This is an optimization exercise on Yosys and OpenROAD, whose aim is small area and a short achievable clock period, not a production implementation. At most, simulation tests tie the RTL to the original design; equivalence was not proved. Power is estimated from default activity; no workload was simulated.

==> inputs of v4 <==
Design morph_top_multiscale, start of the top module:
module morph_top_multiscale #(
    parameter IMG_W = 256
)(
    input  wire        clk,
    input  wire        rst,
    input  wire [7:0]  pixel_in,
    output reg  [7:0]  pixel_out
);
==> module morph_edge_enhance, before the edit <==
module morph_edge_enhance(
    input  wire [7:0] pixel,
    input  wire [7:0] dilate,
    input  wire [7:0] erode,
    output wire [7:0] edge_out
);
    wire [7:0] yd, ye, emax, emin, diff;
    wire [8:0] sum;
    assign yd = (dilate > pixel) ? (dilate - pixel) : 8'd0;
    assign ye = (pixel > erode)  ? (pixel - erode)  : 8'd0;
    assign emax = (yd > ye) ? yd : ye;
    assign emin = (yd < ye) ? yd : ye;
    assign diff = emax - emin;
    assign sum = yd + ye + (diff >> 1);
    assign edge_out = (sum > 255) ? 8'hFF : sum[7:0];
endmodule
==> flow/config.mk <==
export PLATFORM = sky130hd
export DESIGN_NAME = morph_top_multiscale
export DESIGN_NICKNAME = morph_top_multiscale
export VERILOG_FILES = /design/flow/design.v
export SDC_FILE = /design/flow/constraint.sdc
export NUM_CORES = 4
export LEC_CHECK = 0
export CAP_MARGIN = 20
export CORE_MARGIN = 2
export CORE_UTILIZATION = 45
export SLEW_MARGIN = 20
==> flow/constraint.sdc <==
create_clock -name core_clock -period 58.0 [get_ports {clk}]
set_input_delay 11.6000 -clock core_clock [delete_from_list [all_inputs] [get_ports {clk}]]
set_output_delay 11.6000 -clock core_clock [all_outputs]
set_load 0.01 [all_outputs]
run.sh (not shown) runs the stock make flow with config.mk's settings and CLKGATE_MAP_FILE= SYNTH_SCRIPT=/design/flow/synth_recipe.tcl, a recipe that flattens the netlist after the stock synthesis.
==> inputs of v2, as changes to v4 <==
--- a/flow/design.v
+++ b/flow/design.v
@@ -5,13 +5,24 @@
     output wire [7:0] edge_out
 );
-    wire [7:0] yd, ye, emax, emin, diff;
-    wire [8:0] sum;
-    assign yd = (dilate > pixel) ? (dilate - pixel) : 8'd0;
-    assign ye = (pixel > erode)  ? (pixel - erode)  : 8'd0;
-    assign emax = (yd > ye) ? yd : ye;
-    assign emin = (yd < ye) ? yd : ye;
-    assign diff = emax - emin;
-    assign sum = yd + ye + (diff >> 1);
-    assign edge_out = (sum > 255) ? 8'hFF : sum[7:0];
+    wire [8:0] sum_de = dilate + erode;
+    wire [7:0] half_lo = sum_de[8:1];                  
+    wire [8:0] half_hi = sum_de[8:1] + sum_de[0];      
+    wire [8:0] range  = dilate - erode;
+    wire [8:0] k_lo = range + half_lo;
+    wire [8:0] k_hi = range - half_hi;
+    wire [9:0] d3 = {dilate, 1'b0} + dilate;
+    wire [9:0] e3 = {erode, 1'b0} + erode;
+    wire [9:0] p3 = {pixel, 1'b0} + pixel;
+    wire [9:0] t_lo = d3 - p3;
+    wire [9:0] t_hi = p3 - e3;
+    wire [8:0] s_lo  = t_lo[9:1];
+    wire [8:0] s_mlo = k_lo - pixel;
+    wire [8:0] s_mhi = k_hi + pixel;
+    wire [8:0] s_hi  = t_hi[9:1];
+    wire below = (pixel <= erode);
+    wire above = (pixel >= dilate);
+    wire lower = (pixel <= half_lo);
+    wire [8:0] s = below ? s_lo : above ? s_hi : lower ? s_mlo : s_mhi;
+    assign edge_out = s[7:0] | {8{s[8]}};
 endmodule
 module morph_top_multiscale #(
==> flow/flow/run.sh (new file) <==
#!/bin/bash
# Standard ORFS layout, with timing repair aimed well below the clock period
# (the input-to-register path is otherwise left unoptimised because it meets
# the long clock by a wide margin) and CTS without dummy loads.
set -euo pipefail
bash standard.sh \
  SETUP_SLACK_MARGIN=44 \
  "CTS_ARGS=-sink_clustering_enable -repair_clock_nets -sink_clustering_size 20 -dont_use_dummy_load" \
  finish > standard_flow.log 2>&1
==> flow/standard.sh (new file) <==
#!/bin/bash
# synth_recipe.tcl (not shown) runs the flow's synth.tcl, then flattens the netlist and writes it again
# the make line also repeats each setting of config.mk as NAME=value (left out here)
make -C /OpenROAD-flow-scripts/flow DESIGN_CONFIG=/design/flow/config.mk WORK_HOME=/design/flow/orfs CLKGATE_MAP_FILE= SYNTH_SCRIPT=/design/flow/synth_recipe.tcl "${@:-finish}"
CORE_UTILIZATION = 60   (was 45)
CTS_CLUSTER_SIZE = 20   (was unset)
removed: flow/run.sh
==> qor summary <==
	v2	v4
Adder and majority gate portion of the synthesized area	0.0472	0.0322
Final clock-cell share	0.0854	0.113
Internal	0.00640 W	0.00680 W
Sum of routed wire segments on met1	101000 µm	96600 µm
Final core occ	0.685	0.528
End of the worst hold path	sr[2234]	sr[2455]
Unrepaired setup endpoints after global routing	true	false
Area share of the leading cell type in the synthesized netlist	0.876	0.894
Clock tree skew after final layout	73.1 ps	65.0 ps
Net total in the final layout	9614	9094
# diodes	11	4
Area of all placed cells without fillers	161000 µm²	163000 µm²
Share of the cycle needed by the critical path after routing	0.279	0.366
Clock share of power	0.361	0.398
Cell Area, Placed	146000 µm²	145000 µm²
Average footprint of a synthesized cell	16.7 µm²	17.0 µm²
Routability Congestion	0.837	0.744
Result of the run	complete, no violations	complete, no violations
Timing startpoint of the critical path	pixel_in[1]	pixel_in[0]
Buffers inserted by post-CTS timing repair	45	0
Data required time at the worst endpoint	58810 ps	58830 ps
Area overhead of the layout relative to synthesis	13.3%	16.9%
Maximum resistive drop on vdd	0.0534 mV	0.118 mV
Setup crit end	pixel_out[7]	pixel_out[6]
Post-Syn Area	142000 µm²	139000 µm²
No functional check of the RTL was part of v2.

-- afterwards: timing with drivers on the ports --
In the flow no input, the clock included, has a driving cell. The finished layouts below were timed again as built, in two steps. Step 1: set_driving_cell puts a clkbuf_16 on clk and a buf_2 on each other input, an assumption about the parent block. Step 2 moves the port delays by t, midway between the first and last clock arrival at a register: inputs arrive t later, outputs are due t later. That takes back most of the time a late clock gives input paths. a / b / c = ideal ports / drivers / drivers and shift; a / b = the first two.
| run | shift t [ns] | setup slack, ns | worst setup path at the end | worst register clock-pin slew, ns | worst slew at a driven data input, ns |
|---|---|---|---|---|---|
| v4 | 1.024 | 36.770 / 36.795 / 35.771 | input to register | 0.07 / 0.07 | 0.07 |
| v2 | 0.978 | 41.817 / 41.873 / 40.895 | input to register | 0.07 / 0.07 | 0.14 |
After both steps every run listed still meets setup and hold. The setup slack of v4, which loses most, moves by +0.025 ns with the drivers and by -0.999 ns with both steps.
